Background: an optimization exercise with open tools, aiming at small area, a short achievable clock period and few clock cycles per item. Do not read the settings as production practice.
At most, simulation tests tie the RTL to the original design; equivalence was not proved.
For runs 1, 2 and 5 to 8, only the layout was checked, not whether the RTL still works.
Power is estimated from default activity; no workload was simulated.

$ cat design/flow/config.mk
export PLATFORM = sky130hd
export DESIGN_NAME = functional_unit
export DESIGN_NICKNAME = functional_unit
export VERILOG_FILES = /design/flow/design.v
export SDC_FILE = /design/flow/constraint.sdc
export NUM_CORES = 4
export LEC_CHECK = 0
export CAP_MARGIN = 20
export CORE_AREA = 3 3 65 65
export DIE_AREA = 0 0 68 68
export SLEW_MARGIN = 20
$ cat design/flow/constraint.sdc
create_clock -name core_clock -period 16.0 [get_ports {clk}]
set_input_delay 3.2000 -clock core_clock [delete_from_list [all_inputs] [get_ports {clk}]]
set_output_delay 3.2000 -clock core_clock [all_outputs]
set_load 0.01 [all_outputs]
$ cat design/flow/design.v
module functional_unit(
    input [9:0] y_input,
    input clk,
    input start,
    input rst_n,
    output [1:0] state,
    output [7:0] x_guess,
    output done
    );
    genvar i;
    wire [9:0] y = y_input;
    wire [7:0] r1, r0;
    wire [6:0] a;
    assign r1[7] = 1'b0;
    assign r0[7] = 1'b0;
    generate for (i = 6; i >= 0; i = i - 1) begin : dv
        wire nb = y[i+3];
        assign a[i]  = r1[i+1] | (r0[i+1] & nb);
        assign r1[i] = (~r1[i+1] & r0[i+1] & ~nb) | (r1[i+1] & nb);
        assign r0[i] = (~r1[i+1] & ~r0[i+1] & nb) | (r1[i+1] & ~nb);
    end endgenerate
    wire [4:0] b = {r1[0], r0[0], y[2:0]};
    reg [2:0] t1;
    always @(*) begin
        case (b)
            5'd0: t1 = 3'd1;
            5'd1, 5'd2, 5'd3, 5'd4: t1 = 3'd2;
            5'd5, 5'd6, 5'd7, 5'd8, 5'd9: t1 = 3'd3;
            5'd10, 5'd11, 5'd12, 5'd13, 5'd14: t1 = 3'd4;
            5'd15, 5'd16, 5'd17, 5'd18, 5'd19: t1 = 3'd5;
            default: t1 = 3'd6;
        endcase
    end
    reg busy;
    reg [5:0] a_q;      
    reg [2:0] t1_q;
    reg hi_q;
    always @(posedge clk) begin
        busy <= rst_n & start;
        a_q <= a[5:0];
        t1_q <= t1;
        hi_q <= y >= 10'd910;
    end
    wire [8:0] p = {1'b0, a_q, 2'b00};
    wire [8:0] w = {3'b000, a_q};
    wire [8:0] u = {6'd0, t1_q};
    wire [9:0] c1, c2;
    wire [8:0] m, s;
    assign c1[0] = 1'b0;
    assign c2[0] = 1'b0;
    generate for (i = 0; i < 9; i = i + 1) begin : add
        assign m[i] = w[i] ^ u[i] ^ c1[i];
        assign c1[i+1] = (w[i] & u[i]) | (w[i] & c1[i]) | (u[i] & c1[i]);
        assign s[i] = p[i] ^ m[i] ^ c2[i];
        assign c2[i+1] = (p[i] & m[i]) | (p[i] & c2[i]) | (m[i] & c2[i]);
    end endgenerate
    wire ok = s[7] | s[6];
    assign x_guess = hi_q ? 8'd255 : ok ? {s[7], s[5:0], 1'b0} : 8'd0;
    assign done = busy;
    assign state = {busy, 1'b0};
endmodule
$ cat design/flow/flow/run.sh
#!/bin/bash
# Own flow: the standard synthesis, its combinational logic re-mapped with a stronger
# ABC script (registers untouched), then the standard layout steps with small port buffers.
set -euo pipefail
W=$(pwd)
R=$W/orfs/results/${FLOW_PLATFORM}/functional_unit/base
YOSYS=${YOSYS_EXE:-$(command -v yosys || echo /OpenROAD-flow-scripts/tools/install/yosys/bin/yosys)}
LIB=$FLOW_HOME/platforms/${FLOW_PLATFORM}/lib/sky130_fd_sc_hd__tt_025C_1v80.lib
PORTBUF=${PORTBUF:-sky130_fd_sc_hd__buf_1}

bash standard.sh synth > standard_synth.log 2>&1
cp "$LIB" platform.lib
python3 flow/minilib.py platform.lib comb.lib > minilib.log 2>&1
cp "$R/1_2_yosys.v" std_synth.v
"$YOSYS" -s flow/post.ys > post_synth.log 2>&1
cp post_synth.v "$R/1_2_yosys.v"
rm -f "$R/1_synth.odb" "$R/1_synth.sdc"
bash standard.sh "BUFFER_PORTS_ARGS=-buffer_cell $PORTBUF" finish > standard_finish.log 2>&1
$ cat design/flow/flow/heavy.abc
strash
balance; rewrite; refactor; balance; rewrite; rewrite -z; balance; refactor -z; rewrite -z; balance
balance -l; resub -K 6 -l; rewrite -l; resub -K 6 -N 2 -l; refactor -l; resub -K 8 -l; balance -l; resub -K 8 -N 2 -l; rewrite -l; resub -K 10 -l; rewrite -z -l; resub -K 10 -N 2 -l; balance -l; resub -K 12 -l; refactor -z -l; resub -K 12 -N 2 -l; rewrite -z -l; balance -l
dch -f
amap
topo
$ cat design/flow/flow/minilib.py
# Writes a Liberty file holding only the platform's combinational logic cells
# (no flip-flops, latches, clock gates, tie/fill/tap/decap cells, don't-use cells),
# so that Yosys can read them as logic and ABC can map to them.
import re, sys
src = open(sys.argv[1]).read()
i = src.find('cell (')
out = [src[:i]]
pos = i
skip_prefix = ('df', 'sdf', 'dl', 'sed', 'edf', 'ebuf', 'einv', 'conb', 'tap', 'fill',
               'decap', 'diode', 'dfr')
while True:
    j = src.find('cell (', pos)
    if j < 0:
        break
    k = src.find('{', j)
    d = 1
    m = k + 1
    while d:
        c = src[m]
        if c == '{':
            d += 1
        elif c == '}':
            d -= 1
        m += 1
    blk = src[j:m]
    name = re.match(r'cell \("?(\w+)"?\)', blk).group(1)
    base = name.split('__')[1]
    if ('statetable' not in blk and ' ff (' not in blk and ' ff(' not in blk
            and 'latch' not in blk and 'lpflow' not in name and 'probe' not in name
            and 'clkdly' not in name and not base.startswith(skip_prefix)):
        out.append(blk + "\n")
    pos = m
out.append("}\n")
open(sys.argv[2], 'w').write("".join(out))
$ cat design/flow/flow/post.ys
# Re-map the combinational logic of the standard synthesis netlist with a stronger
# ABC script. Flip-flops and tie cells stay as they are (same instances, same names).
read_liberty -ignore_redef comb.lib
read_liberty -lib -ignore_redef platform.lib
read_verilog std_synth.v
hierarchy -top functional_unit
flatten
opt -purge
techmap
opt -purge
abc -script flow/heavy.abc -liberty comb.lib
opt_clean -purge
tee -o post_synth.stat stat -liberty platform.lib
write_verilog -noattr -noexpr post_synth.v
$ cat design/flow/standard.sh
#!/bin/bash
# synth_recipe.tcl (not shown) runs the flow's synth.tcl, then flattens the netlist and writes it again
# the make line also repeats each setting of config.mk as NAME=value (left out here)
make -C /OpenROAD-flow-scripts/flow DESIGN_CONFIG=/design/flow/config.mk WORK_HOME=/design/flow/orfs CLKGATE_MAP_FILE= SYNTH_SCRIPT=/design/flow/synth_recipe.tcl "${@:-finish}"
==> results of run 1 <==
[layer usage]
metal	share of wire	wire (µm)
met4	0.019	32
met5	0	0
met1	0.48	829
met2	0.47	814
met3	0.028	49
[cell usage in the layout, fill, tap and decap left out, drive strengths merged, types with 2 or more instances in the layout]
cell type,instances
nor2,20
dfxtp,11
a22oi,4
nand2,16
buf,22
o22ai,6
nor3,4
o21ai,24
clkinv,28
o21a,3
o32ai,2
a21oi,8
clkbuf,3
[final timing paths]
path	end	slack [ps]
worst max-delay path	x_guess[2]	9670
worst min-delay path	busy	3160
[area by class of cell]
class | instances | area share
Multi-Input combinational cell | 98 | 0.497
Sequential cell | 11 | 0.218
Inverter | 27 | 0.100
Timing Repair Buffer | 22 | 0.0818
Tap cell | 46 | 0.0570
Clock buffer | 3 | 0.0409
Clock inverter | 1 | 0.00496
[registers in the layout, indices dropped and copies added (netlist names)]
name / count
hi_q: 1
a_q: 6
t1_q: 3
busy: 1
[power groups by stage]
stage                     clock network, mW  logic [mW]  registers, mW
after global routing                 0.0295      0.0535         0.0342
after floorplan                           0      0.0338         0.0339
after CTS                            0.0273      0.0457         0.0337
final                                0.0265      0.0452         0.0336
after detailed placement                  0      0.0456         0.0342
after global placement                    0      0.0450         0.0342
[per-stage QoR]
| stage | area, µm² | cells | hold slack, ps | util | power [mW] |
|---|---|---|---|---|---|
| final | 1010 | 208 | 3160 | 0.287 | 0.105 |
| after global routing | 1010 | 208 | 3170 | 0.287 | 0.117 |
| after CTS | 1010 | 208 | 3160 | 0.287 | 0.107 |
| after detailed placement | 963 | 204 | 3400 | 0.274 | 0.0797 |
| after global placement | 963 | 204 | 3390 | 0.274 | 0.0792 |
| after floorplan | 823 | 136 | 3310 | - | 0.0677 |
[worst max-delay path, stage by stage (launching register included)]
cell and delay [ps]:
dfxtp_1 330, nor2_1 110, a21oi_1 70, a22oi_1 200, nand2_1 90, o21ai_0 110, clkinv_1 110, nand2_1 130
clkinv_1 90, o22ai_1 210, clkinv_1 110, a22oi_1 190, nand2_1 90, o21ai_0 100, nand2_1 100, nand2_1 110
nand2_1 70, nand2_1 60, o21ai_0 80, nor2_1 270, o21ai_0 140, buf_1 140
==> run notes, run 1 <==
* Critical Path RT at 12800 ps
* Max FO, Critical Path at 6
* Number of vias per cell at 4.36
* Gp weighted congestion at 0.765
* CTS hold repair buffers at 0
* Die ar. at 4620 µm²
* Status: timing/DRC/antenna clean
* GR peak layer: met2
* Max cap viols at 0
* Syn Area/Cell at 6.05 µm²
* # clock sinks at 11
* Crit end category: primary output
* Initial antenna violation count at 0
* Syn Inst Count at 136
* WP data arrival at 3130 ps
* Final nets at 176
* Longest Clk Path Bufs at 2
* Switching power at 40.8 µW
* Area of the multi-input gates at 502 µm²
* Row cnt at 21
* Met1 usage at 0.0963
* Initial Util at 0.234
* Area grow syn2layout at 22.6%
* Clk pin slew, worst setup/hold paths at 50 ps
* Detail Placement HPWL at between 1500 and 2000 µm
* IO Port Bufs at 22
* Postcts setup bufs at 0
* CP Launch Point: a_q[1]
* Hold path depth at 2
* Synth warn at 1
* Total grt overflow at 0
* HP Class: input pin to flop
* Final Hold Viols at 0
* Minimum clock period at 6330 ps
* Clock Power Share at 0.251
* Hold Startpoint: start
* Fillers at 408
* CTS resizes at 0
* Layout cells sized above 1 at 0.0247
* Fin crit share at 0.396
* FF+latch area at approximately 220 µm²
* Root Driver: clkbuf_8
* Cts bufs inserted at 3
* Setup tns final at 0 ps
* Slew Limit Fails at 0
* Die Span Y at about 68 µm
* Combinational fraction of design power at 0.429
* CTS tree: yes
* P_int at 64.4 µW
* N_diodes at 0
* Peak supply drop at between 0.02 and 0.025 mV
* Core ar. at 3520 µm²
* RSZ-0062 raised after global routing: false
* Total GRT Usage at 0.0789
* Setup crit start kind: flop
* Mapped Area at 823 µm²
* Via count at 906
* Critical setup path kind: flop to primary output
* M2 GR Usage at 0.136
* Switching Fraction at 0.388
* Antenna viol nets, final at 0
* Vias in the first global route at 758
* First-pass GRT wire length at 2840 µm
* Detailed-router iteration count before antenna repair at 4
* Fmax at between 150 and 200 MHz
* Seq pwr share at 0.319
* Final setup violation count at 0
* Syn nets at 149
* Pre-CTS WS at roughly 9900 ps
* DRT iter0 DRCs at 23
* Post-route setup slack at around 9700 ps
* DR WL/cell at just over 8 µm
* Pwr dens at 104 nW/µm²
* Lkg Pwr at 0.358 nW
* I/O Pins at 24
* Pin count of the biggest net entering global routing at 9
* H-tree depth at 1
* Residual DRC count at 0
* Die Wd at 68 µm
* Post-Route WL at 1730 µm
* M3 GR Usage at 0.00493
==> run 2, diff against run 1 <==
--- a/design/flow/flow/run.sh
+++ b/design/flow/flow/run.sh
@@ -7,5 +7,5 @@
 YOSYS=${YOSYS_EXE:-$(command -v yosys || echo /OpenROAD-flow-scripts/tools/install/yosys/bin/yosys)}
 LIB=$FLOW_HOME/platforms/${FLOW_PLATFORM}/lib/sky130_fd_sc_hd__tt_025C_1v80.lib
-PORTBUF=${PORTBUF:-sky130_fd_sc_hd__buf_1}
+PORTBUF=${PORTBUF:-sky130_fd_sc_hd__buf_2}
 
 bash standard.sh synth > standard_synth.log 2>&1
==> run 2 against run 1 <==
Against the previous run:
- still clean on timing, DRC and antenna
- critical path depth unchanged
- worst setup slack got worse by 14 ps
- final cell count unchanged
- sequential share of layout area fell by 0.55 points
- power up 1.7%
==> run notes, run 2 <==
* First-pass GRT wire length at 2710 µm (was 2840 µm)
* Setup tns final at 0 ps (unchanged)
* Vias in the first global route at 717 (was 758)
* Critical Path RT at 12800 ps (about the same)
* Detail Placement HPWL at 1500 µm (was 1510 µm)
* Crit path to: x_guess[2] (unchanged)
* Synth warn at 1 (unchanged)
* Longest Clk Path Bufs at 2 (unchanged)
* Antenna viol nets, final at 0 (unchanged)
* Cts bufs inserted at 3 (unchanged)
* Fin cells at 208 (unchanged)
* Area grow syn2layout at 25.8% (was 22.6%)
* Final setup violation count at 0 (unchanged)
* Status: timing/DRC/antenna clean (unchanged)
* Residual DRC count at 0 (unchanged)
* Minimum clock period at 6350 ps (was 6330 ps)
* Syn nets at 149 (unchanged)
* Fillers at 414 (was 408)
* Syn Inst Count at 136 (unchanged)
* Largest register by flop count: a_q (unchanged)
* Gp weighted congestion at 0.770 (was 0.765)
* N_diodes at 0 (unchanged)
* Final Hold Viols at 0 (unchanged)
* Fin util at 0.294 (was 0.287)
* Mapped Area at 823 µm² (unchanged)
* RSZ-0062 raised after global routing: false (unchanged)
* Most frequent cells in the layout: clkinv_1, o21ai_0, buf_2 (was clkinv_1, o21ai_0, buf_1)
* Area of the multi-input gates at 502 µm² (unchanged)
* CTS resizes at 0 (unchanged)
* Crit end category: primary output (unchanged)
* Largest register FFs at 6 (unchanged)
* Max FO, Critical Path at 6 (unchanged)
* Fin area at 1040 µm² (was 1010 µm²)
* Core ar. at 3520 µm² (unchanged)
* H-tree depth at 1 (unchanged)
* Final nets at 176 (unchanged)
* Syn Area/Cell at 6.05 µm² (unchanged)
* Number of vias per cell at 4.38 (was 4.36)
* Die Wd at 68 µm (unchanged)
* DRT iter0 DRCs at 26 (was 23)
* DR WL/cell at 8.41 µm (was 8.30 µm)
* Critical setup path kind: flop to primary output (unchanged)
* Slew Limit Fails at 0 (unchanged)
* Top Registers: a_q (6), t1_q (3) (unchanged)
* Pwr Total at 107 µW (was 105 µW)
* HP Class: input pin to flop (unchanged)
* Fin crit share at 0.397 (was 0.396)
* Lkg Pwr at 0.421 nW (was 0.358 nW)
* Most common cell after layout, fill and taps aside: clkinv_1 (unchanged)
* Pin count of the biggest net entering global routing at 9 (unchanged)
* DP Area at 991 µm² (was 963 µm²)
* Pwr dens at 103 nW/µm² (was 104 nW/µm²)
* Die ar. at 4620 µm² (unchanged)
* Via count at 911 (was 906)
* IO Port Bufs at 22 (unchanged)
* Total GRT Usage at 0.0738 (was 0.0789)
* Root Driver: clkbuf_8 (unchanged)
* CP Launch Point: a_q[1] (unchanged)
* Setup crit start kind: flop (unchanged)
* Fmax at 158 MHz (about the same)
* FF+latch area at 220 µm² (unchanged)
* Peak supply drop at 0.0230 mV (was 0.0240 mV)
* Initial Util at 0.234 (unchanged)
* CTS hold repair buffers at 0 (unchanged)
* Clk pin slew, worst setup/hold paths at 40 ps (was 50 ps)
* Detailed-router iteration count before antenna repair at 2 (was 4)
* Max cap viols at 0 (unchanged)
* Post-Route WL at 1750 µm (was 1730 µm)
* # clock sinks at 11 (unchanged)
* I/O Pins at 24 (unchanged)
* Die Span Y at 68 µm (unchanged)
* Placed Cells at 204 (unchanged)
* WP data arrival at 3150 ps (was 3130 ps)
* Layout cells sized above 1 at 0.154 (was 0.0247)
* Initial antenna violation count at 0 (unchanged)
* Total grt overflow at 0 (unchanged)
* Row cnt at 21 (unchanged)
* CTS tree: yes (unchanged)
* Postcts setup bufs at 0 (unchanged)
==> run 2: cell count changes in the layout (fill, tap and decap cells not counted), sizes merged <==
cell    delta
clkinv     -1
clkbuf     +1
==> run 2: worst min path at each step <==
stage	depth (start not counted)	start	slack (ps)	endpoint
2_1_floorplan	1	y_input[2]	3310	t1_q[0]
3_3_place_gp	2	start	3400	busy
3_5_place_dp	2	start	3410	busy
4_1_cts	2	start	3160	busy
5_1_grt	2	start	3170	busy
6_report	2	start	3170	busy
==> run 2: worst max-delay path: stages (launching register included) <==
cell      delay [ps]
dfxtp_1          330
nor2_1           100
a21oi_1           60
a22oi_1          190
nand2_1           90
o21ai_0          130
clkinv_1         120
nand2_1          140
clkinv_1          90
o22ai_1          210
clkinv_1         110
a22oi_1          190
nand2_1           90
o21ai_0          100
nand2_1           90
nand2_1          100
nand2_1           70
nand2_1           60
o21ai_0           90
nor2_1           270
o21ai_0          140
buf_2            150
==> run 2: final cells by class <==
class,count,area share
sequential,11,0.213
inverter,27,0.0978
multi-input combinational,98,0.484
timing repair buffer,22,0.106
clock buffer,4,0.0435
tap,46,0.0556
==> run 2: power breakdown <==
| group | internal, mW | leakage, nW | switching (mW) |
|---|---|---|---|
| registers | 0.0310 | 0.0923 | 0.00268 |
| clock network | 0.0173 | 0.0228 | 0.00872 |
| logic | 0.0187 | 0.306 | 0.0286 |
==> run 2: metal layers <==
metal / global-route usage / vias up / wire length (µm)
li1: - / 525 / -
met1: 0.0884 / 371 / 853
met2: 0.131 / 13 / 830
met3: 0 / 2 / 48
met4: 0.0447 / 0 / 17
met5: 0 / - / 0
==> run 2: stage by stage <==
step	hold slack, ps	setup slack, ps
after floorplan	3310	10240
after global placement	3400	9960
after detailed placement	3410	9890
after CTS	3160	9630
after global routing	3170	9260
final	3170	9650
==> run 3, diff against run 2 <==
--- a/design/flow/design.v
+++ b/design/flow/design.v
@@ -32,4 +32,6 @@
         endcase
     end
+    wire lo = y < 10'd298;
+    wire hi = y >= 10'd910;
     reg busy;
     reg [5:0] a_q;      
@@ -38,7 +40,7 @@
     always @(posedge clk) begin
         busy <= rst_n & start;
-        a_q <= a[5:0];
-        t1_q <= t1;
-        hi_q <= y >= 10'd910;
+        a_q <= hi ? 6'd37 : lo ? 6'd0 : a[5:0];
+        t1_q <= hi ? 3'd6 : lo ? 3'd0 : t1;
+        hi_q <= hi;
     end
     wire [8:0] p = {1'b0, a_q, 2'b00};
@@ -55,6 +57,5 @@
         assign c2[i+1] = (p[i] & m[i]) | (p[i] & c2[i]) | (m[i] & c2[i]);
     end endgenerate
-    wire ok = s[7] | s[6];
-    assign x_guess = hi_q ? 8'd255 : ok ? {s[7], s[5:0], 1'b0} : 8'd0;
+    assign x_guess = {s[7], s[5:0], hi_q};
     assign done = busy;
     assign state = {busy, 1'b0};
--- a/design/flow/flow/run.sh
+++ b/design/flow/flow/run.sh
@@ -7,5 +7,5 @@
 YOSYS=${YOSYS_EXE:-$(command -v yosys || echo /OpenROAD-flow-scripts/tools/install/yosys/bin/yosys)}
 LIB=$FLOW_HOME/platforms/${FLOW_PLATFORM}/lib/sky130_fd_sc_hd__tt_025C_1v80.lib
-PORTBUF=${PORTBUF:-sky130_fd_sc_hd__buf_2}
+PORTBUF=${PORTBUF:-sky130_fd_sc_hd__buf_1}
 
 bash standard.sh synth > standard_synth.log 2>&1
--- a/design/flow/config.mk
+++ b/design/flow/config.mk
@@ -6,4 +6,5 @@
 export NUM_CORES = 4
 export LEC_CHECK = 0
+export ABC_AREA = 1
 export CAP_MARGIN = 20
 export CORE_AREA = 3 3 65 65
==> run 3 against run 2 <==
Against the previous run:
- clock-buffer cell count unchanged
- die area is the same
- critical path depth is 4 lower
- critical endpoint is now x_guess[7]
==> run notes, run 3 <==
* Total grt overflow at 0 (unchanged)
* Fin crit share at 0.369 (was 0.397)
* Sequence of cells on the critical path: nor2_1 -> a21oi_1 -> nand2_1 -> o21ai_0 -> nand2_1 -> o21ai_0 -> nor2_1 -> a21oi_1 -> nor2_1 -> a21oi_1 -> nand2_1 -> o21ai_0 -> a21oi_1 -> o21ai_0 -> clkinv_1 -> o32ai_1 -> buf_1 (was nor2_1 -> a21oi_1 -> a22oi_1 -> nand2_1 -> o21ai_0 -> clkinv_1 -> nand2_1 -> clkinv_1 -> o22ai_1 -> clkinv_1 -> a22oi_1 -> nand2_1 -> o21ai_0 -> nand2_1 -> nand2_1 -> nand2_1 -> nand2_1 -> o21ai_0 -> nor2_1 -> o21ai_0 -> buf_2)
* Lkg Pwr at 0.341 nW (was 0.421 nW)
* Seq pwr share at 0.343 (was 0.315)
* Initial Util at 0.203 (was 0.234)
* Final setup violation count at 0 (unchanged)
* Clock Power Share at 0.268 (was 0.243)
* Cts bufs inserted at 3 (unchanged)
* Row cnt at 21 (unchanged)
* Syn nets at 128 (was 149)
* P_int at 62.7 µW (was 67.1 µW)
* Top Registers: a_q (6), t1_q (3) (unchanged)
* Pwr dens at 109 nW/µm² (was 103 nW/µm²)
* Minimum clock period at 5900 ps (was 6350 ps)
* Hold Startpoint: rst_n (was start)
* DRT iter0 DRCs at 44 (was 26)
* Syn Inst Count at 115 (was 136)
* Hold Slack at 3160 ps (was 3170 ps)
* Root Driver: clkbuf_8 (unchanged)
* Setup crit start kind: flop (unchanged)
* Residual DRC count at 0 (unchanged)
* Via count at 786 (was 911)
* IO Port Bufs at 22 (unchanged)
* Postcts setup bufs at 0 (unchanged)
* Clk pin slew, worst setup/hold paths at 40 ps (about the same)
* Status: timing/DRC/antenna clean (unchanged)
* CTS resizes at 0 (unchanged)
* Die Wd at 68 µm (unchanged)
* HP Class: input pin to flop (unchanged)
* Max FO, Critical Path at 6 (unchanged)
* Switching power at 35.3 µW (was 40.0 µW)
* First-pass GRT wire length at 2550 µm (was 2710 µm)
* WP data arrival at 2700 ps (was 3150 ps)
* Area grow syn2layout at 26.0% (was 25.8%)
* Antenna viol nets, final at 0 (unchanged)
* Number of vias per cell at 4.20 (was 4.38)
* Fmax at 169 MHz (was 158 MHz)
* Most frequent cells in the layout: buf_1, nor2_1, o21ai_0 (was clkinv_1, o21ai_0, buf_2)
* Worst Hold End: busy (unchanged)
* Detailed-router iteration count before antenna repair at 4 (was 2)
* Fin util at 0.255 (was 0.294)
* Crit end category: primary output (unchanged)
* Max cap viols at 0 (unchanged)
* Slowest stage delay, CP at 400 ps (was 330 ps)
* Setup tns final at 0 ps (unchanged)
* Core ar. at 3520 µm² (unchanged)
* Total GRT Usage at 0.0714 (was 0.0738)
* Mapped Area at 713 µm² (was 823 µm²)
* Critical Path RT at 12800 ps (about the same)
* Switching Fraction at 0.360 (was 0.373)
* Final nets at 155 (was 176)
* Peak supply drop at 0.0210 mV (was 0.0230 mV)
* Hold path depth at 2 (unchanged)
* Initial antenna violation count at 0 (unchanged)
* CTS tree: yes (unchanged)
* Synth warn at 1 (unchanged)
* Pin count of the biggest net entering global routing at 7 (was 9)
* Largest register by flop count: a_q (unchanged)
* Pwr Total at 98.0 µW (was 107 µW)
* Detail Placement HPWL at 1260 µm (was 1500 µm)
* Slew Limit Fails at 0 (unchanged)
* Die ar. at 4620 µm² (unchanged)
* DR WL/cell at 7.96 µm (was 8.41 µm)
* Most common cell after layout, fill and taps aside: buf_1 (was clkinv_1)
* # clock sinks at 11 (unchanged)
* Longest Clk Path Bufs at 2 (unchanged)
* Critical setup path kind: flop to primary output (unchanged)
* Post-Route WL at 1490 µm (was 1750 µm)
* Crit-path slowest cell: dfxtp_1 (unchanged)
* I/O Pins at 24 (unchanged)
* Die Span Y at 68 µm (unchanged)
* RSZ-0062 raised after global routing: false (unchanged)
* H-tree depth at 1 (unchanged)
* Gp weighted congestion at 0.725 (was 0.770)
* Vias in the first global route at 694 (was 717)
* CTS hold repair buffers at 0 (unchanged)
* Final Hold Viols at 0 (unchanged)
* Combinational fraction of design power at 0.389 (was 0.442)
* N_diodes at 0 (unchanged)
* Largest register FFs at 6 (unchanged)
* Layout cells sized above 1 at 0.0213 (was 0.154)
* Syn Area/Cell at 6.20 µm² (was 6.05 µm²)
## run 3: cell types whose count changed in the layout (fill, tap and decap cells not counted), moves of 4 or more
cell	delta
buf_1	+22
a22oi_1	-4
buf_2	-22
o21ai_0	-5
clkinv_1	-14
## run 3: worst max path at each step
stage,slack (ps),cells after the start,to,start
2_1_floorplan,10630,18,t1_q[0],y_input[8]
3_3_place_gp,10290,19,t1_q[0],y_input[8]
3_5_place_dp,10200,19,t1_q[0],y_input[8]
4_1_cts,10050,17,x_guess[7],a_q[1]
5_1_grt,9630,17,x_guess[7],a_q[1]
6_report,10100,17,x_guess[7],a_q[1]
## run 3: power by group through the flow
stage                     clock network, mW  registers (mW)  logic (mW)
after global routing                 0.0289          0.0342      0.0450
after detailed placement                  0          0.0341      0.0384
after CTS                            0.0273          0.0336      0.0386
final                                0.0262          0.0336      0.0381
after global placement                    0          0.0340      0.0380
after floorplan                           0          0.0337      0.0283
## run 3: cell type report
type / instances / area (µm²)
Multi-Input combinational cell: 91 / 444
Clock buffer: 4 / 45.0
Fill cell: 420 / 2620
Sequential cell: 11 / 220
Tap cell: 46 / 57.6
Timing Repair Buffer: 22 / 82.6
Inverter: 13 / 48.8
## run 3: critical path, delay by kind of cell (launching register included)
| kind | cells | cell delay, ps |
|---|---|---|
| AOI/OAI and AO/OA | 9 | 1300 |
| buffers and inverters | 2 | 280 |
| DFF | 1 | 400 |
| and+or+nand+nor | 6 | 490 |
## run 3: layer usage
| layer | share of wire | vias to the layer above | track usage |
|---|---|---|---|
| met5 | 0 | - | 0 |
| met4 | 0.019 | 0 | 0.0670 |
| met3 | 0.062 | 3 | 0.00657 |
| met2 | 0.46 | 14 | 0.114 |
| met1 | 0.46 | 319 | 0.0825 |
| li1 | - | 450 | - |
## run 3: stage by stage
stage                     instance area, µm²  setup slack [ps]  std cells
after CTS                                898             10050        187
after floorplan                          713             10630        115
after global placement                   853             10290        183
after detailed placement                 853             10200        183
final                                    898             10100        187
after global routing                     898              9630        187
Testbench counts of run 3, summed over its fixed seeds: cycles 6,400, items 3,200.
==> run 4, diff against run 3 <==
--- a/design/flow/config.mk
+++ b/design/flow/config.mk
@@ -9,4 +9,6 @@
 export CAP_MARGIN = 20
 export CORE_AREA = 3 3 65 65
+export CTS_BUF_LIST = sky130_fd_sc_hd__clkbuf_2
+export CTS_CLUSTER_SIZE = 30
 export DIE_AREA = 0 0 68 68
 export SLEW_MARGIN = 20
==> run 4 against run 3 <==
Against the previous run:
- still clean
- clock power is 45% lower
- cell area is 2.8% lower
- power is 12% lower
- routed wire length is 3.4% lower
- synthesized area stayed put
- sequential cell count stayed put
- core utilization is 0.71 points lower
- combinational power hardly changed
==> run notes, run 4 <==
* Status: timing/DRC/antenna clean (unchanged)
* Detailed-router iteration count before antenna repair at 4 (unchanged)
* CTS hold repair buffers at 0 (unchanged)
* Largest register FFs at 6 (unchanged)
* Mapped Area at 713 µm² (unchanged)
* Synth warn at 1 (unchanged)
* DRT iter0 DRCs at 30 (was 44)
* Minimum clock period at 5930 ps (was 5900 ps)
* Placed Cells at 183 (unchanged)
* Post-Route WL at 1440 µm (was 1490 µm)
* Layout cells sized above 1 at 0.0284 (was 0.0213)
* HP Class: input pin to flop (unchanged)
* Slew Limit Fails at 0 (unchanged)
* Detail Placement HPWL at 1260 µm (unchanged)
* Fmax at 169 MHz (about the same)
* Total grt overflow at 0 (unchanged)
* Final nets at 155 (unchanged)
* M2 GR Usage at 0.112 (was 0.114)
* Max FO, Critical Path at 6 (unchanged)
* I/O Pins at 24 (unchanged)
* H-tree depth at 1 (unchanged)
* WP data arrival at 2730 ps (was 2700 ps)
* M3 GR Usage at 0.00657 (unchanged)
* Syn nets at 128 (unchanged)
* Top Registers: a_q (6), t1_q (3) (unchanged)
* Postcts setup bufs at 0 (unchanged)
* Longest Clk Path Bufs at 2 (unchanged)
* Fin cells at 187 (unchanged)
* Total GRT Usage at 0.0677 (was 0.0714)
* Final setup violation count at 0 (unchanged)
* Cts bufs inserted at 3 (unchanged)
* Fillers at 420 (unchanged)
* Initial Util at 0.203 (unchanged)
* Area of the multi-input gates at 444 µm² (unchanged)
* IO Port Bufs at 22 (unchanged)
* Initial antenna violation count at 0 (unchanged)
* Vias in the first global route at 695 (was 694)
* Max cap viols at 0 (unchanged)
* Most frequent cells in the layout: buf_1, nor2_1, o21ai_0 (unchanged)
* Die Wd at 68 µm (unchanged)
* Setup crit start kind: flop (unchanged)
* Critical setup path kind: flop to primary output (unchanged)
* Core ar. at 3520 µm² (unchanged)
* Most common cell after layout, fill and taps aside: buf_1 (unchanged)
* Critical Path RT at 12800 ps (about the same)
* Row cnt at 21 (unchanged)
* CTS tree: yes (unchanged)
* DR WL/cell at 7.69 µm (was 7.96 µm)
* Syn Area/Cell at 6.20 µm² (unchanged)
* Crit end category: primary output (unchanged)
* Die Span Y at 68 µm (unchanged)
* Gp weighted congestion at 0.725 (unchanged)
* Met1 usage at 0.0825 (unchanged)
* Clk pin slew, worst setup/hold paths at 90 ps (was 40 ps)
* Largest register by flop count: a_q (unchanged)
* Setup tns final at 0 ps (unchanged)
* Pin count of the biggest net entering global routing at 7 (unchanged)
* Syn Inst Count at 115 (unchanged)
* Fin crit share at 0.370 (was 0.369)
* First-pass GRT wire length at 2500 µm (was 2550 µm)
* FF+latch area at 220 µm² (unchanged)
* Antenna viol nets, final at 0 (unchanged)
* Final Hold Viols at 0 (unchanged)
* Residual DRC count at 0 (unchanged)
* N_diodes at 0 (unchanged)
* Die ar. at 4620 µm² (unchanged)
* Number of vias per cell at 4.13 (was 4.20)
* RSZ-0062 raised after global routing: false (unchanged)
* CTS resizes at 0 (unchanged)
* # clock sinks at 11 (unchanged)
* Root Driver: clkbuf_2 (was clkbuf_8)
* GR peak layer: met2 (unchanged)
* Via count at 772 (was 786)
* Area grow syn2layout at 22.5% (was 26.0%)
* Lkg Pwr at 0.335 nW (was 0.341 nW)
* Pwr dens at 98.5 nW/µm² (was 109 nW/µm²)
* Peak supply drop at 0.0183 mV (was 0.0210 mV)
==> run 4: through the flow <==
step / total power [mW] / cell area, µm² / utilization / setup WS, ps / hold slack, ps
6_report: 0.0860 / 873 / 0.248 / 10070 / 3150
5_1_grt: 0.0958 / 873 / 0.248 / 9600 / 3120
2_1_floorplan: 0.0621 / 713 / - / 10630 / 3310
4_1_cts: 0.0874 / 873 / 0.248 / 10010 / 3130
3_3_place_gp: 0.0720 / 853 / 0.242 / 10290 / 3390
3_5_place_dp: 0.0725 / 853 / 0.242 / 10200 / 3400
==> run 4: worst max-delay path: stages (launching register included) <==
cell	delay, ps
dfxtp_1	420
nor2_1	70
a21oi_1	150
nand2_1	90
o21ai_0	90
nand2_1	90
o21ai_0	110
nor2_1	100
a21oi_1	200
nor2_1	60
a21oi_1	150
nand2_1	80
o21ai_0	120
a21oi_1	140
o21ai_0	230
clkinv_1	100
o32ai_1	110
buf_1	180
==> run 4: worst paths after layout <==
kind / startpoint / endpoint / slack [ps] / cells past startpoint
worst max-delay path: a_q[1] / x_guess[7] / 10070 / 17
worst min-delay path: rst_n / busy / 3150 / 2
==> run 4: cell type report <==
class,count,share of cell area
multi-input combinational,91,0.509
sequential,11,0.252
timing repair buffer,22,0.0946
tap,46,0.0659
inverter,13,0.0559
clock buffer,4,0.0229
==> run 4: metal layers <==
layer	share of wire	wire length (µm)
met2	0.47	672
met5	0	0
met4	0	0
met1	0.47	676
met3	0.062	89
==> run 4: where the power goes <==
| group | internal [mW] | total, mW | leakage [nW] | switching, mW |
|---|---|---|---|---|
| combinational | 0.0144 | 0.0381 | 0.226 | 0.0238 |
| clock | 0.00664 | 0.0144 | 0.0166 | 0.00780 |
| sequential | 0.0308 | 0.0335 | 0.0921 | 0.00262 |
==> run 5, diff against run 4 <==
==> design/flow/design.v (replaced) <==
module functional_unit(
    input [9:0] y_input,
    input clk,
    input start,
    input rst_n,
    output [1:0] state,
    output [7:0] x_guess,
    output done
    );
    genvar i;
    wire [9:0] y = y_input;
    wire [6:0] r1, r0;
    wire [5:0] q;
    assign r1[6] = 1'b0;
    assign r0[6] = 1'b0;
    generate for (i = 5; i >= 0; i = i - 1) begin : dv
        wire nb = y[i+4];
        assign q[i]  = r1[i+1] | (r0[i+1] & nb);
        assign r1[i] = (~r1[i+1] & r0[i+1] & ~nb) | (r1[i+1] & nb);
        assign r0[i] = (~r1[i+1] & ~r0[i+1] & nb) | (r1[i+1] & ~nb);
    end endgenerate
    localparam [255:0] TC = 256'hbbbbaaaaa999998888877776666655555444443333322221;
    wire [3:0] c = TC[{r1[0], r0[0], y[3:0]}*4 +: 4];
    wire lo = y < 10'd298;
    wire hi = y >= 10'd910;
    wire [4:0] ah_n = hi ? 5'd19 : lo ? 5'd0 : q[4:0];
    wire [3:0] c_n = hi ? 4'd1 : lo ? 4'd0 : c;
    reg busy;
    reg [4:0] ah_q;
    reg [3:0] c_q;
    reg hi_q;
    always @(posedge clk) begin
        busy <= rst_n & start;
        ah_q <= ah_n;
        c_q <= c_n;
        hi_q <= hi;
    end
    wire [7:0] s = 10 * ah_q + c_q;
    assign x_guess = {s[7], s[5:0], hi_q};
    assign done = busy;
    assign state = {busy, 1'b0};
endmodule
==> design/flow/flow/area.abc (new file) <==
strash
balance; rewrite; refactor; balance; rewrite; rewrite -z; balance; refactor -z; rewrite -z; balance
&get -n
&deepsyn -T 30 -S 1

&put
dch -f; amap
topo
--- a/design/flow/flow/post.ys
+++ b/design/flow/flow/post.ys
@@ -9,5 +9,5 @@
 techmap
 opt -purge
-abc -script flow/heavy.abc -liberty comb.lib
+abc -script flow/area.abc -liberty comb.lib
 opt_clean -purge
 tee -o post_synth.stat stat -liberty platform.lib
removed: design/flow/flow/heavy.abc
==> run 5 against run 4 <==
Against the previous run:
- still clean
- cell area increased by 0.29%
- sequential cell count unchanged
- sequential power shrank 1%
- fmax rose by 4.7%
- synthesized area grew 0.35%
- hold slack hardly changed
- clock-buffer cell count unchanged
- combinational power shrank 19%
- core utilization increased by 0.071 points
- highest routed layer unchanged
==> run notes, run 5 <==
* Row cnt at 21 (unchanged)
* Setup crit start kind: flop (unchanged)
* Cts bufs inserted at 3 (unchanged)
* Critical Path RT at 12800 ps (about the same)
* Pwr Total at 78.5 µW (was 86.0 µW)
* P_int at 49.1 µW (was 51.8 µW)
* Die Wd at 68 µm (unchanged)
* Fin area at 876 µm² (was 873 µm²)
* Die ar. at 4620 µm² (unchanged)
* Final Hold Viols at 0 (unchanged)
* Largest register FFs at 5 (was 6)
* CTS tree: yes (unchanged)
* Pin count of the biggest net entering global routing at 8 (was 7)
* Detailed-router iteration count before antenna repair at 4 (unchanged)
* Switching power at 29.4 µW (was 34.2 µW)
* Lkg Pwr at 0.331 nW (was 0.335 nW)
* # clock sinks at 11 (unchanged)
* Pre-CTS WS at 10560 ps (was 10200 ps)
* HP Class: input pin to flop (unchanged)
* Syn Area/Cell at 6.39 µm² (was 6.20 µm²)
* Peak supply drop at 0.0135 mV (was 0.0183 mV)
* Final setup violation count at 0 (unchanged)
* Setup tns final at 0 ps (unchanged)
* Crit-path slowest cell: dfxtp_1 (unchanged)
* Post-route setup slack at 10340 ps (was 10070 ps)
* RSZ-0062 raised after global routing: false (unchanged)
* Syn nets at 125 (was 128)
* DR WL/cell at 8.64 µm (was 7.69 µm)
* Postcts setup bufs at 0 (unchanged)
* Max cap viols at 0 (unchanged)
* Minimum clock period at 5660 ps (was 5930 ps)
* Initial antenna violation count at 0 (unchanged)
* Total GRT Usage at 0.0721 (was 0.0677)
* First-pass GRT wire length at 2680 µm (was 2500 µm)
* Sequence of cells on the critical path: and2_0 -> nor2_1 -> nand2_1 -> o211ai_1 -> o21ai_0 -> nor2_1 -> nor2_1 -> nor2_1 -> nand2_1 -> a22oi_1 -> nor2b_1 -> a221oi_1 -> buf_1 (was nor2_1 -> a21oi_1 -> nand2_1 -> o21ai_0 -> nand2_1 -> o21ai_0 -> nor2_1 -> a21oi_1 -> nor2_1 -> a21oi_1 -> nand2_1 -> o21ai_0 -> a21oi_1 -> o21ai_0 -> clkinv_1 -> o32ai_1 -> buf_1)
* Detail Placement HPWL at 1380 µm (was 1260 µm)
* Hold Slack at 3150 ps (about the same)
* Seq pwr share at 0.422 (was 0.389)
* Vias in the first global route at 705 (was 695)
* Final nets at 152 (was 155)
* Root Driver: clkbuf_2 (unchanged)
* Core ar. at 3520 µm² (unchanged)
* Clock Power Share at 0.183 (was 0.168)
* Initial Util at 0.203 (about the same)
* Residual DRC count at 0 (unchanged)
* Most frequent cells in the layout: nor2_1, buf_1, nand2_1 (was buf_1, nor2_1, o21ai_0)
* Status: timing/DRC/antenna clean (unchanged)
* Layout cells sized above 1 at 0.0290 (was 0.0284)
* Area grow syn2layout at 22.4% (was 22.5%)
* Crit end category: primary output (unchanged)
* Gp weighted congestion at 0.837 (was 0.725)
* IO Port Bufs at 22 (unchanged)
* Most common cell after layout, fill and taps aside: nor2_1 (was buf_1)
* Via count at 789 (was 772)
* DRT iter0 DRCs at 22 (was 30)
* Die Span Y at 68 µm (unchanged)
* Antenna viol nets, final at 0 (unchanged)
* Post-Route WL at 1590 µm (was 1440 µm)
* Synth warn at 1 (unchanged)
* DP Area at 856 µm² (was 853 µm²)
* Fin crit share at 0.354 (was 0.370)
* Number of vias per cell at 4.29 (was 4.13)
* I/O Pins at 24 (unchanged)
* Fmax at 177 MHz (was 169 MHz)
* CTS hold repair buffers at 0 (unchanged)
* Slowest stage delay, CP at 370 ps (was 420 ps)
* Hold Startpoint: rst_n (unchanged)
* CTS resizes at 0 (unchanged)
* Hold path depth at 2 (unchanged)
* Top Registers: ah_q (5), c_q (4) (was a_q (6), t1_q (3))
* Longest Clk Path Bufs at 2 (unchanged)
* Syn Inst Count at 112 (was 115)
* Largest register by flop count: ah_q (was a_q)
* Cell mode on critical path: nor2_1
* Critical setup path kind: flop to primary output (unchanged)
* N_diodes at 0 (unchanged)
* Clk pin slew, worst setup/hold paths at 100 ps (was 90 ps)
* Pwr dens at 89.6 nW/µm² (was 98.5 nW/µm²)
* Total grt overflow at 0 (unchanged)
* Switching Fraction at 0.374 (was 0.398)
* Mapped Area at 716 µm² (was 713 µm²)
* Slew Limit Fails at 0 (unchanged)
* CP Launch Point: ah_q[1] (was a_q[1])
* WP data arrival at 2460 ps (was 2730 ps)
* Max FO, Critical Path at 7 (was 6)
* H-tree depth at 1 (unchanged)
* Combinational fraction of design power at 0.395 (was 0.443)
-- run 5: cell types whose count changed in the layout (fill, tap and decap cells not counted), sizes merged, moves of 2 or more --
cell / delta
o21a: -3
a21oi: -5
o21ai: -8
nor2: +2
-- run 5: layout make-up --
type	count	area, µm²
clock buffer	4	20.0
fill	425	2650
inverter	13	48.8
multi-input combinational	88	447
sequential	11	220
tap	46	57.6
timing repair buffer	22	82.6
-- run 5: through the flow --
stage / util / cells
after global routing: 0.249 / 184
after CTS: 0.249 / 184
after floorplan: - / 112
after detailed placement: 0.243 / 180
final: 0.249 / 184
after global placement: 0.243 / 180
-- run 5: path summary, 6_finish.rpt --
check	end	slack (ps)
max	x_guess[7]	10340
min	busy	3150
-- run 5: power by group through the flow --
stage / Clock, mW / Sequential (mW) / Combinational, mW
after CTS: 0.0153 / 0.0332 / 0.0313
after detailed placement: 0 / 0.0338 / 0.0311
final: 0.0144 / 0.0331 / 0.0310
after global placement: 0 / 0.0336 / 0.0313
after global routing: 0.0170 / 0.0336 / 0.0362
after floorplan: 0 / 0.0337 / 0.0220
-- run 5: worst max-delay path, delay by kind of cell, from the launching register on --
family	cells	cell delay (ps)
compound gates	4	770
buf+inv	1	190
flops	1	370
simple gates	8	900
-- run 5: metal layers --
layer  vias up  global-route usage  part of all wire
li1        444                   -                 -
met4         0              0.0447                 0
met1       331              0.0886              0.45
met3         0             0.00164             0.050
met2        14               0.124              0.50
met5         -                   0                 0
==> run 6, diff against run 5 <==
--- a/design/flow/design.v
+++ b/design/flow/design.v
@@ -20,22 +20,19 @@
         assign r0[i] = (~r1[i+1] & ~r0[i+1] & nb) | (r1[i+1] & ~nb);
     end endgenerate
-    localparam [255:0] TC = 256'hbbbbaaaaa999998888877776666655555444443333322221;
+    localparam [255:0] TC = 256'h0000000000000000bbbbaaaaa999998888877776666655555444443333322221;
     wire [3:0] c = TC[{r1[0], r0[0], y[3:0]}*4 +: 4];
     wire lo = y < 10'd298;
     wire hi = y >= 10'd910;
-    wire [4:0] ah_n = hi ? 5'd19 : lo ? 5'd0 : q[4:0];
-    wire [3:0] c_n = hi ? 4'd1 : lo ? 4'd0 : c;
     reg busy;
-    reg [4:0] ah_q;
+    reg [4:0] ah_q;      
     reg [3:0] c_q;
-    reg hi_q;
     always @(posedge clk) begin
         busy <= rst_n & start;
-        ah_q <= ah_n;
-        c_q <= c_n;
-        hi_q <= hi;
+        ah_q <= hi ? 5'd19 : lo ? 5'd0 : q[4:0];
+        c_q <= hi ? 4'd1 : lo ? 4'd0 : c;
     end
-    wire [7:0] s = 10 * ah_q + c_q;
-    assign x_guess = {s[7], s[5:0], hi_q};
+    wire [7:0] s = 8'd10 * ah_q + c_q;
+    wire top = ah_q[4] & ah_q[1] & ah_q[0];    
+    assign x_guess = {s[7], s[5:0], top};
     assign done = busy;
     assign state = {busy, 1'b0};
==> run 6 against run 5 <==
Against the previous run:
- global-route usage grew 0.53 points
- critical path depth grew 5
- critical path type is now input pin to flop
- largest cell class unchanged
- first-iteration DRC count grew 23%
- hold slack lost 0.88 ps
- synthesized area shrank 5.1%
- largest power group unchanged
- power shrank 8.5%
- sequential power shrank 9.4%
- clock-buffer cell count shrank 1
- worst setup slack lost 420 ps
- combinational power shrank 4%
==> run notes, run 6 <==
* Slew Limit Headroom at 0.642
* Residual DRC count at 0 (unchanged)
* IO Port Bufs at 22 (unchanged)
* Hold path depth at 2 (unchanged)
* Total GRT Usage at 0.0775 (was 0.0721)
* WP data arrival at 6250 ps (was 2460 ps)
* Initial Util at 0.193 (was 0.203)
* Gp weighted congestion at 0.799 (was 0.837)
* Status: timing/DRC/antenna clean (unchanged)
* Crit path depth at 18 (was 13)
* Placed Cells at 176 (was 180)
* Final nets at 148 (was 152)
* Final setup violation count at 0 (unchanged)
* Largest register FFs at 5 (unchanged)
* Crit end category: flop (was primary output)
* First-pass GRT wire length at 2840 µm (was 2680 µm)
* Slew Limit Fails at 0 (unchanged)
* Pin count of the biggest net entering global routing at 7 (was 8)
* Area of the multi-input gates at 419 µm² (was 447 µm²)
* Longest Clk Path Bufs at 2 (unchanged)
* CTS resizes at 0 (unchanged)
* Fin cells at 179 (was 184)
* Max FO, Critical Path at 5 (was 7)
* Most frequent cells in the layout: nor2_1, buf_1, clkinv_1 (was nor2_1, buf_1, nand2_1)
* Root Driver: clkbuf_2 (unchanged)
* Cts bufs inserted at 3 (unchanged)
* Post-Route WL at 1540 µm (was 1590 µm)
* Slew @ Worst Pin at about 530 ps
* Total grt overflow at 0 (unchanged)
* Fin util at 0.237 (was 0.249)
* I/O Pins at 24 (unchanged)
* Die ar. at 4620 µm² (unchanged)
* Via count at 776 (was 789)
* H-tree depth at 1 (unchanged)
* Row cnt at 21 (unchanged)
* Switching Fraction at 0.385 (was 0.374)
* Detail Placement HPWL at 1330 µm (was 1380 µm)
* Fmax at 165 MHz (was 177 MHz)
* Syn Inst Count at 108 (was 112)
* Critical setup path kind: input pin to flop (was flop to primary output)
* Largest register by flop count: ah_q (unchanged)
* Peak supply drop at 0.0159 mV (was 0.0135 mV)
* Cell mode on critical path: nor2_1 (unchanged)
* Clk pin slew, worst setup/hold paths at 80 ps (was 100 ps)
* Die Wd at 68 µm (unchanged)
* Setup tns final at 0 ps (unchanged)
* # clock sinks at 10 (was 11)
* Clock Power Share at 0.167 (was 0.183)
* Layout cells sized above 1 at 0.0226 (was 0.0290)
* Fin crit share at 0.380 (was 0.354)
* Core ar. at 3520 µm² (unchanged)
* Initial antenna violation count at 0 (unchanged)
* Final Hold Viols at 0 (unchanged)
* Antenna viol nets, final at 0 (unchanged)
* DR WL/cell at 8.59 µm (was 8.64 µm)
* RSZ-0062 raised after global routing: false (unchanged)
* CTS hold repair buffers at 0 (unchanged)
* Synth warn at 1 (unchanged)
* Die Span Y at 68 µm (unchanged)
* Sequence of cells on the critical path: buf_1 -> clkinv_1 -> nor2_1 -> o22ai_1 -> a21oi_1 -> nor2_1 -> a21oi_1 -> nor2_1 -> o21ai_0 -> clkinv_1 -> o221ai_1 -> a21oi_1 -> a311oi_1 -> nor2_1 -> o22ai_1 -> nor2_1 -> o21ai_0 -> o211a_1 (was and2_0 -> nor2_1 -> nand2_1 -> o211ai_1 -> o21ai_0 -> nor2_1 -> nor2_1 -> nor2_1 -> nand2_1 -> a22oi_1 -> nor2b_1 -> a221oi_1 -> buf_1)
* Top Registers: ah_q (5), c_q (4), busy (1) (was ah_q (5), c_q (4))
* HP Class: input pin to flop (unchanged)
* Syn Area/Cell at 6.29 µm² (was 6.39 µm²)
* Area grow syn2layout at 22.8% (was 22.4%)
* Hold Slack at 3150 ps (about the same)
* Minimum clock period at 6080 ps (was 5660 ps)
* Vias in the first global route at 682 (was 705)
* Mapped Area at 679 µm² (was 716 µm²)
* Seq pwr share at 0.418 (was 0.422)
* Pwr dens at 86.0 nW/µm² (was 89.6 nW/µm²)
* Crit-path slowest cell: o21ai_0 (was dfxtp_1)
* Detailed-router iteration count before antenna repair at 4 (unchanged)
* N_diodes at 0 (unchanged)
* DRT iter0 DRCs at 27 (was 22)
* Fillers at 438 (was 425)
* Syn nets at 121 (was 125)
* Slowest stage delay, CP at 430 ps (was 370 ps)
* Number of vias per cell at 4.34 (was 4.29)
* Max cap viols at 0 (unchanged)
* Lkg Pwr at 0.303 nW (was 0.331 nW)
* CP bufs+invs at 3 (was 1)
* P_int at 44.2 µW (was 49.1 µW)
* Worst path top cell family by delay: compound AO/OA/AOI/OAI gates (was simple AND/OR/NAND/NOR gates)
* Critical Path RT at 16180 ps (was 12800 ps)
* CTS tree: yes (unchanged)
* Combinational fraction of design power at 0.415 (was 0.395)
* Postcts setup bufs at 0 (unchanged)
* Switching power at 27.6 µW (was 29.4 µW)
* FF+latch area at 200 µm² (was 220 µm²)
* Setup crit start kind: input pin (was flop)
* Most common cell after layout, fill and taps aside: nor2_1 (unchanged)
-- run 6: power groups by stage --
stage               registers, mW  logic [mW]  clock network [mW]
floorplan                  0.0306      0.0213                   0
global placement           0.0306      0.0297                   0
detailed placement         0.0306      0.0300                   0
CTS                        0.0300      0.0301              0.0131
global route               0.0305      0.0354              0.0147
finish                     0.0300      0.0298              0.0120
-- run 6: routing by layer --
metal / track usage / part of all wire
met3: 0.00493 / 0.057
met2: 0.120 / 0.42
met1: 0.105 / 0.51
met4: 0.0447 / 0.011
met5: 0 / 0
-- run 6: cell type report --
type | instances | area share
Sequential cell | 10 | 0.240
Clock buffer | 3 | 0.0180
Timing Repair Buffer | 22 | 0.0990
Tap cell | 46 | 0.0690
Multi-Input combinational cell | 82 | 0.502
Inverter | 16 | 0.0720
-- run 6: per-stage QoR --
step	setup WS (ps)	cell area [µm²]	total power [mW]
after floorplan	10370	679	0.0518
after global placement	9800	820	0.0603
after detailed placement	9720	820	0.0607
after CTS	9950	835	0.0732
after global routing	9340	835	0.0807
final	9920	835	0.0718
-- run 6: final timing paths --
| check | from | end |
|---|---|---|
| setup / recovery | y_input[7] | c_q[2] |
| hold / removal | rst_n | busy |
==> run 7, diff against run 6 <==
--- a/design/flow/flow/run.sh
+++ b/design/flow/flow/run.sh
@@ -16,3 +16,5 @@
 cp post_synth.v "$R/1_2_yosys.v"
 rm -f "$R/1_synth.odb" "$R/1_synth.sdc"
-bash standard.sh "BUFFER_PORTS_ARGS=-buffer_cell $PORTBUF" finish > standard_finish.log 2>&1
+bash standard.sh "BUFFER_PORTS_ARGS=-buffer_cell $PORTBUF" \
+  "CTS_ARGS=-sink_clustering_enable -sink_clustering_size 30 -buf_list sky130_fd_sc_hd__clkbuf_2 -root_buf sky130_fd_sc_hd__clkbuf_2 -dont_use_dummy_load -repair_clock_nets" \
+  finish > standard_finish.log 2>&1
==> run 7 against run 6 <==
Against the previous run:
- still clean on timing, DRC and antenna
- cell area did not move
- combinational power barely moved
- core utilization did not move
- clock power barely moved
- hold slack did not move
- synthesized area did not move
- clock-buffer cell count did not move
- sequential share of layout area did not move
- fmax did not move
- critical path depth did not move
- sequential cell count did not move
- highest routed layer unchanged
==> run notes, run 7 <==
* Status: timing/DRC/antenna clean (unchanged)
* CTS hold repair buffers at 0 (unchanged)
* Post-route setup slack at 9920 ps (unchanged)
* Switching Fraction at 0.385 (unchanged)
* Critical Path RT at 16180 ps (about the same)
* # clock sinks at 10 (unchanged)
* Residual DRC count at 0 (unchanged)
* CTS tree: yes (unchanged)
* Lkg Pwr at 0.303 nW (unchanged)
* Via count at 776 (unchanged)
* Minimum clock period at 6080 ps (unchanged)
* Hold Slack at 3150 ps (unchanged)
* Pin count of the biggest net entering global routing at 7 (unchanged)
* HP Class: input pin to flop (unchanged)
* Syn nets at 121 (unchanged)
* Row cnt at 21 (unchanged)
* Top Registers: ah_q (5), c_q (4), busy (1) (unchanged)
* Detail Placement HPWL at 1330 µm (unchanged)
* Initial Util at 0.193 (unchanged)
* Final nets at 148 (unchanged)
* Setup crit start kind: input pin (unchanged)
* Vias in the first global route at 682 (unchanged)
* Area grow syn2layout at 22.8% (unchanged)
* Postcts setup bufs at 0 (unchanged)
* Pre-CTS WS at 9720 ps (unchanged)
* Slew @ Worst Pin at 532 ps (unchanged)
* Pwr dens at 86.0 nW/µm² (unchanged)
* Post-Route WL at 1540 µm (unchanged)
* Hold path depth at 2 (unchanged)
* Detailed-router iteration count before antenna repair at 4 (unchanged)
* Combinational fraction of design power at 0.415 (about the same)
* Cell mode on critical path: nor2_1 (unchanged)
* Root Driver: clkbuf_2 (unchanged)
* IO Port Bufs at 22 (unchanged)
* Die ar. at 4620 µm² (unchanged)
* Setup tns final at 0 ps (unchanged)
* Core ar. at 3520 µm² (unchanged)
* Seq pwr share at 0.418 (about the same)
* Syn Inst Count at 108 (unchanged)
* CP Launch Point: y_input[7] (unchanged)
* CTS resizes at 0 (unchanged)
* Cts bufs inserted at 3 (unchanged)
* P_int at 44.2 µW (unchanged)
* Longest Clk Path Bufs at 2 (unchanged)
* Number of vias per cell at 4.34 (unchanged)
* Antenna viol nets, final at 0 (unchanged)
* Die Wd at 68 µm (unchanged)
* Sequence of cells on the critical path: buf_1 -> clkinv_1 -> nor2_1 -> o22ai_1 -> a21oi_1 -> nor2_1 -> a21oi_1 -> nor2_1 -> o21ai_0 -> clkinv_1 -> o221ai_1 -> a21oi_1 -> a311oi_1 -> nor2_1 -> o22ai_1 -> nor2_1 -> o21ai_0 -> o211a_1 (unchanged)
* Switching power at 27.6 µW (unchanged)
* Fmax at 165 MHz (unchanged)
* Slowest stage delay, CP at 430 ps (about the same)
* Total GRT Usage at 0.0775 (unchanged)
* Gp weighted congestion at 0.799 (unchanged)
* Final Hold Viols at 0 (unchanged)
* I/O Pins at 24 (unchanged)
* First-pass GRT wire length at 2840 µm (unchanged)
* RSZ-0062 raised after global routing: false (unchanged)
* Most common cell after layout, fill and taps aside: nor2_1 (unchanged)
* Total grt overflow at 0 (unchanged)
* H-tree depth at 1 (unchanged)
* Fin crit share at 0.380 (unchanged)
* Critical setup path kind: input pin to flop (unchanged)
* Final setup violation count at 0 (unchanged)
* Most frequent cells in the layout: nor2_1, buf_1, clkinv_1 (unchanged)
* DRT iter0 DRCs at 27 (unchanged)
* Slew Limit Fails at 0 (unchanged)
* Mapped Area at 679 µm² (unchanged)
* Die Span Y at 68 µm (unchanged)
* Hold Startpoint: rst_n (unchanged)
* Slew Limit Headroom at 0.642 (unchanged)
* Synth warn at 1 (unchanged)
* Largest register FFs at 5 (unchanged)
* Layout cells sized above 1 at 0.0226 (unchanged)
* Clk pin slew, worst setup/hold paths at 80 ps (about the same)
* Peak supply drop at 0.0159 mV (unchanged)
* Max FO, Critical Path at 5 (unchanged)
* Syn Area/Cell at 6.29 µm² (unchanged)
* Largest register by flop count: ah_q (unchanged)
* Clock Power Share at 0.167 (about the same)
* DR WL/cell at 8.59 µm (unchanged)
* Max cap viols at 0 (unchanged)
* Crit end category: flop (unchanged)
* N_diodes at 0 (unchanged)
* Initial antenna violation count at 0 (unchanged)
* Crit-path slowest cell: o21ai_0 (unchanged)
* WP data arrival at 6250 ps (about the same)
## run 7: power by group through the flow
stage / registers, mW / logic [mW] / clock network, mW
after floorplan: 0.0306 / 0.0213 / 0
after global placement: 0.0306 / 0.0297 / 0
after detailed placement: 0.0306 / 0.0300 / 0
after CTS: 0.0300 / 0.0301 / 0.0131
after global routing: 0.0305 / 0.0354 / 0.0147
final: 0.0300 / 0.0298 / 0.0120
## run 7: layer usage
| layer | global-route usage | wire, µm |
|---|---|---|
| met5 | 0 | 0 |
| met4 | 0.0447 | 17 |
| met3 | 0.00493 | 88 |
| met2 | 0.120 | 644 |
| met1 | 0.105 | 786 |
## run 7: worst paths after layout
| check | end | slack [ps] |
|---|---|---|
| worst min-delay path | busy | 3150 |
| worst max-delay path | c_q[2] | 9920 |
## run 7: cell type report
type	instances	area, µm²
Fill cell	438	2690
Sequential cell	10	200
Inverter	16	60.1
Multi-Input combinational cell	82	419
Timing Repair Buffer	22	82.6
Clock buffer	3	15.0
Tap cell	46	57.6
## run 7: worst max-delay path, delay by kind of cell
kind / cells / cell delay [ps]
buf+inv: 3 / 470
compound gates: 10 / 2060
simple gates: 5 / 540
## run 7: per-stage QoR
step,util,std cells,power [mW],instance area (µm²)
after floorplan,-,108,0.0518,679
after global placement,0.233,176,0.0603,820
after detailed placement,0.233,176,0.0607,820
after CTS,0.237,179,0.0732,835
after global routing,0.237,179,0.0807,835
final,0.237,179,0.0718,835
==> run 8, diff against run 7 <==
==> design/flow/design.v (replaced) <==
module functional_unit(
    input [9:0] y_input,
    input clk,
    input start,
    input rst_n,
    output [1:0] state,
    output [7:0] x_guess,
    output done
    );
    genvar i;
    wire [9:0] y = y_input;
    wire [5:0] r1, r0;
    wire [4:0] q;
    assign r1[5] = 1'b0;
    assign r0[5] = 1'b0;
    generate for (i = 4; i >= 0; i = i - 1) begin : dv
        wire nb = y[i+5];
        assign q[i]  = r1[i+1] | (r0[i+1] & nb);
        assign r1[i] = (~r1[i+1] & r0[i+1] & ~nb) | (r1[i+1] & nb);
        assign r0[i] = (~r1[i+1] & ~r0[i+1] & nb) | (r1[i+1] & ~nb);
    end endgenerate
    localparam [639:0] TC = 640'had6b5a5294a4e739ce5294a518c630842107bdef7b9ce739ad6b5ac6318b5ad6b5294a525294a5084210739ce6318c6294a5290842106318c6210841;
    wire [4:0] c = TC[{r1[0], r0[0], y[4:0]}*5 +: 5];
    wire lo = y < 10'd298;
    wire hi = y >= 10'd910;
    wire [3:0] ah_n = hi ? 4'd9 : lo ? 4'd0 : q[3:0];
    wire [4:0] c_n = hi ? 5'd11 : lo ? 5'd0 : c;
    reg busy;
    reg [3:0] ah_q;
    reg [4:0] c_q;
    reg hi_q;
    always @(posedge clk) begin
        busy <= rst_n & start;
        ah_q <= ah_n;
        c_q <= c_n;
        hi_q <= hi;
    end
    wire [7:0] s = 20 * ah_q + c_q;
    assign x_guess = {s[7], s[5:0], hi_q};
    assign done = busy;
    assign state = {busy, 1'b0};
endmodule
--- a/design/flow/flow/run.sh
+++ b/design/flow/flow/run.sh
@@ -16,5 +16,3 @@
 cp post_synth.v "$R/1_2_yosys.v"
 rm -f "$R/1_synth.odb" "$R/1_synth.sdc"
-bash standard.sh "BUFFER_PORTS_ARGS=-buffer_cell $PORTBUF" \
-  "CTS_ARGS=-sink_clustering_enable -sink_clustering_size 30 -buf_list sky130_fd_sc_hd__clkbuf_2 -root_buf sky130_fd_sc_hd__clkbuf_2 -dont_use_dummy_load -repair_clock_nets" \
-  finish > standard_finish.log 2>&1
+bash standard.sh "BUFFER_PORTS_ARGS=-buffer_cell $PORTBUF" finish > standard_finish.log 2>&1
==> design/flow/flow/post.ys (replaced) <==
# Re-map the combinational logic of the standard synthesis netlist with a stronger
# ABC script, separately for the logic before the registers (from the inputs) and the
# logic after them (to the outputs). Flip-flops and tie cells stay as they are
# (same instances, same names).
read_liberty -ignore_redef comb.lib
read_liberty -lib -ignore_redef platform.lib
read_verilog std_synth.v
hierarchy -top functional_unit
flatten
opt -purge
techmap
opt -purge
select -set s2 o:x_guess %ci*:-sky130_fd_sc_hd__dfxtp_1
abc -script flow/area.abc -liberty comb.lib @s2 %n
select -set s2 o:x_guess %ci*:-sky130_fd_sc_hd__dfxtp_1
abc -script flow/area.abc -liberty comb.lib @s2
opt_clean -purge
tee -o post_synth.stat stat -liberty platform.lib
write_verilog -noattr -noexpr post_synth.v
==> run 8 against run 7 <==
Against the previous run:
- cell area is 9.7% higher
- sequential cell count is 1 higher
- via count is 9.3% higher
- sequential share of layout area is 0.056 points higher
- sequential power is 8.3% higher
- combinational power is 5% lower
- critical endpoint unchanged
==> run notes, run 8 <==
* Gp weighted congestion at 0.851 (was 0.799)
* DR WL/cell at 8.69 µm (was 8.59 µm)
* CTS tree: yes (unchanged)
* WP data arrival at 5630 ps (was 6250 ps)
* Cts bufs inserted at 3 (unchanged)
* DRT iter0 DRCs at 38 (was 27)
* First-pass GRT wire length at 3020 µm (was 2840 µm)
* Cell mode on critical path: nor2_1 (unchanged)
* Fmax at 182 MHz (was 165 MHz)
* Vias in the first global route at 761 (was 682)
* Pwr Total at 75.4 µW (was 71.8 µW)
* Sequence of cells on the critical path: buf_1 -> clkinv_1 -> o21ai_0 -> nor2_1 -> a21oi_1 -> clkinv_1 -> o21ai_0 -> o21ai_0 -> clkinv_1 -> o21ai_0 -> nor2b_1 -> a21oi_1 -> o21ai_0 -> nor2_1 -> a21oi_1 -> nor2_1 -> nor2_1 -> nor3_1 -> nor2_1 -> nor2_1 (was buf_1 -> clkinv_1 -> nor2_1 -> o22ai_1 -> a21oi_1 -> nor2_1 -> a21oi_1 -> nor2_1 -> o21ai_0 -> clkinv_1 -> o221ai_1 -> a21oi_1 -> a311oi_1 -> nor2_1 -> o22ai_1 -> nor2_1 -> o21ai_0 -> o211a_1)
* Postcts setup bufs at 0 (unchanged)
* Setup tns final at 0 ps (unchanged)
* Crit-path slowest cell: o21ai_0 (unchanged)
* CTS resizes at 0 (unchanged)
* Syn nets at 139 (was 121)
* Residual DRC count at 0 (unchanged)
* Layout cells sized above 1 at 0.0263 (was 0.0226)
* Syn Inst Count at 126 (was 108)
* Total grt overflow at 0 (unchanged)
* Status: timing/DRC/antenna clean (unchanged)
* Root Driver: clkbuf_2 (unchanged)
* Detailed-router iteration count before antenna repair at 4 (unchanged)
* Top Registers: c_q (5), ah_q (4) (was ah_q (5), c_q (4), busy (1))
* Largest register FFs at 5 (unchanged)
* Via count at 848 (was 776)
* Most common cell after layout, fill and taps aside: nor2_1 (unchanged)
* Most frequent cells in the layout: nor2_1, buf_1, clkinv_1 (unchanged)
* Initial antenna violation count at 0 (unchanged)
* Detail Placement HPWL at 1480 µm (was 1330 µm)
* N_diodes at 0 (unchanged)
* Largest register by flop count: c_q (was ah_q)
* Area of the multi-input gates at 464 µm² (was 419 µm²)
* Syn Area/Cell at 6.00 µm² (was 6.29 µm²)
* Initial Util at 0.215 (was 0.193)
* Fin crit share at 0.343 (was 0.380)
* # clock sinks at 11 (was 10)
* CTS hold repair buffers at 0 (unchanged)
* Number of vias per cell at 4.28 (was 4.34)
* Slowest stage delay, CP at 290 ps (was 430 ps)
* Final setup violation count at 0 (unchanged)
* Crit end category: flop (unchanged)
* Lkg Pwr at 0.342 nW (was 0.303 nW)
* Pin count of the biggest net entering global routing at 11 (was 7)
* Row cnt at 21 (unchanged)
* Setup crit start kind: input pin (unchanged)
* Area grow syn2layout at 21.2% (was 22.8%)
* Post-Route WL at 1720 µm (was 1540 µm)
* I/O Pins at 24 (unchanged)
* HP Class: input pin to flop (unchanged)
* Die Wd at 68 µm (unchanged)
* Peak supply drop at 0.0165 mV (was 0.0159 mV)
* CP bufs+invs at 4 (was 3)
* Critical setup path kind: input pin to flop (unchanged)
* Die ar. at 4620 µm² (unchanged)
* Minimum clock period at 5480 ps (was 6080 ps)
* Final Hold Viols at 0 (unchanged)
* Max cap viols at 0 (unchanged)
* Slew Limit Fails at 0 (unchanged)
* Worst path top cell family by delay: compound AO/OA/AOI/OAI gates (unchanged)
* FF+latch area at 220 µm² (was 200 µm²)
* Synth warn at 1 (unchanged)
* Clk pin slew, worst setup/hold paths at 100 ps (was 80 ps)
* Max FO, Critical Path at 4 (was 5)
* IO Port Bufs at 22 (unchanged)
* Final nets at 166 (was 148)
* RSZ-0062 raised after global routing: false (unchanged)
* Total GRT Usage at 0.0840 (was 0.0775)
* Mapped Area at 756 µm² (was 679 µm²)
* Critical Path RT at 16140 ps (was 16180 ps)
* Core ar. at 3520 µm² (unchanged)
* Longest Clk Path Bufs at 2 (unchanged)
* Fillers at 419 (was 438)
* Die Span Y at 68 µm (unchanged)
* Antenna viol nets, final at 0 (unchanged)
* H-tree depth at 1 (unchanged)
* Pwr dens at 82.3 nW/µm² (was 86.0 nW/µm²)
run 8: power breakdown:
group          internal, mW  leakage, nW  total [mW]  switching [mW]
combinational        0.0104        0.234      0.0282          0.0178
sequential           0.0306       0.0920      0.0325         0.00189
clock               0.00665       0.0166      0.0146         0.00798
run 8: layout make-up:
| cell class | instances | area share |
|---|---|---|
| inverter | 19 | 0.0779 |
| sequential | 11 | 0.240 |
| timing repair buffer | 22 | 0.0902 |
| tap | 46 | 0.0628 |
| multi-input combinational | 96 | 0.507 |
| clock buffer | 4 | 0.0219 |
run 8: path summary, 6_finish.rpt:
| path | cells past startpoint | from | slack [ps] | endpoint |
|---|---|---|---|---|
| worst max-delay path | 20 | y_input[7] | 10520 | c_q[2] |
| worst min-delay path | 2 | rst_n | 3150 | busy |
run 8: per-layer routing:
metal | GRT usage | wire length [µm] | vias to the layer above
li1 | - | - | 476
met1 | 0.103 | 851 | 350
met2 | 0.142 | 747 | 20
met3 | 0.00985 | 96 | 2
met4 | 0.0447 | 25 | 0
met5 | 0 | 0 | -
run 8: through the flow:
stage | hold WS (ps) | setup slack, ps | utilization | instances | instance area [µm²]
final | 3150 | 10520 | 0.260 | 198 | 916
after global routing | 3120 | 10130 | 0.260 | 198 | 916
after CTS | 3130 | 10530 | 0.260 | 198 | 916
after detailed placement | 3400 | 10260 | 0.254 | 194 | 896
after global placement | 3410 | 10320 | 0.254 | 194 | 896
after floorplan | 3320 | 10700 | - | 126 | 756

## afterwards: timing with drivers on the ports
The results above use ideal ports. As a check the final layouts listed here were re-extracted and re-timed, cells and wires unchanged.
Step 1 (the two cells are an assumption about what drives the block):
set clk [get_ports {clk}]
set_driving_cell -lib_cell sky130_fd_sc_hd__clkbuf_16 $clk
set_driving_cell -lib_cell sky130_fd_sc_hd__buf_2 [delete_from_list [all_inputs] $clk]
Step 2 also shifts input and output timing later by t, the mid clock arrival at the registers, as if the neighbouring blocks saw the same clock.
Three values: ideal, step 1, step 2; two values: the first two.
run | shift t [ns] | setup WS [ns] | worst setup path after step 2
run 1 | 0.252 | 9.668 / 9.648 / 9.899 | register to output
run 2 | 0.247 | 9.653 / 9.635 / 9.882 | register to output
run 3 | 0.252 | 10.096 / 10.075 / 10.177 | input to register
run 4 | 0.254 | 10.073 / 10.058 / 10.192 | input to register
run 5 | 0.254 | 10.340 / 10.323 / 10.546 | input to register
run 6 | 0.246 | 9.924 / 9.918 / 9.672 | input to register
run 7 | 0.246 | 9.924 / 9.918 / 9.672 | input to register
run 8 | 0.255 | 10.519 / 10.505 / 10.250 | input to register
After both steps every run listed still meets setup and hold. For run 8, which loses most, drivers alone change the setup slack by -0.014 ns; drivers and shift together by -0.269 ns.
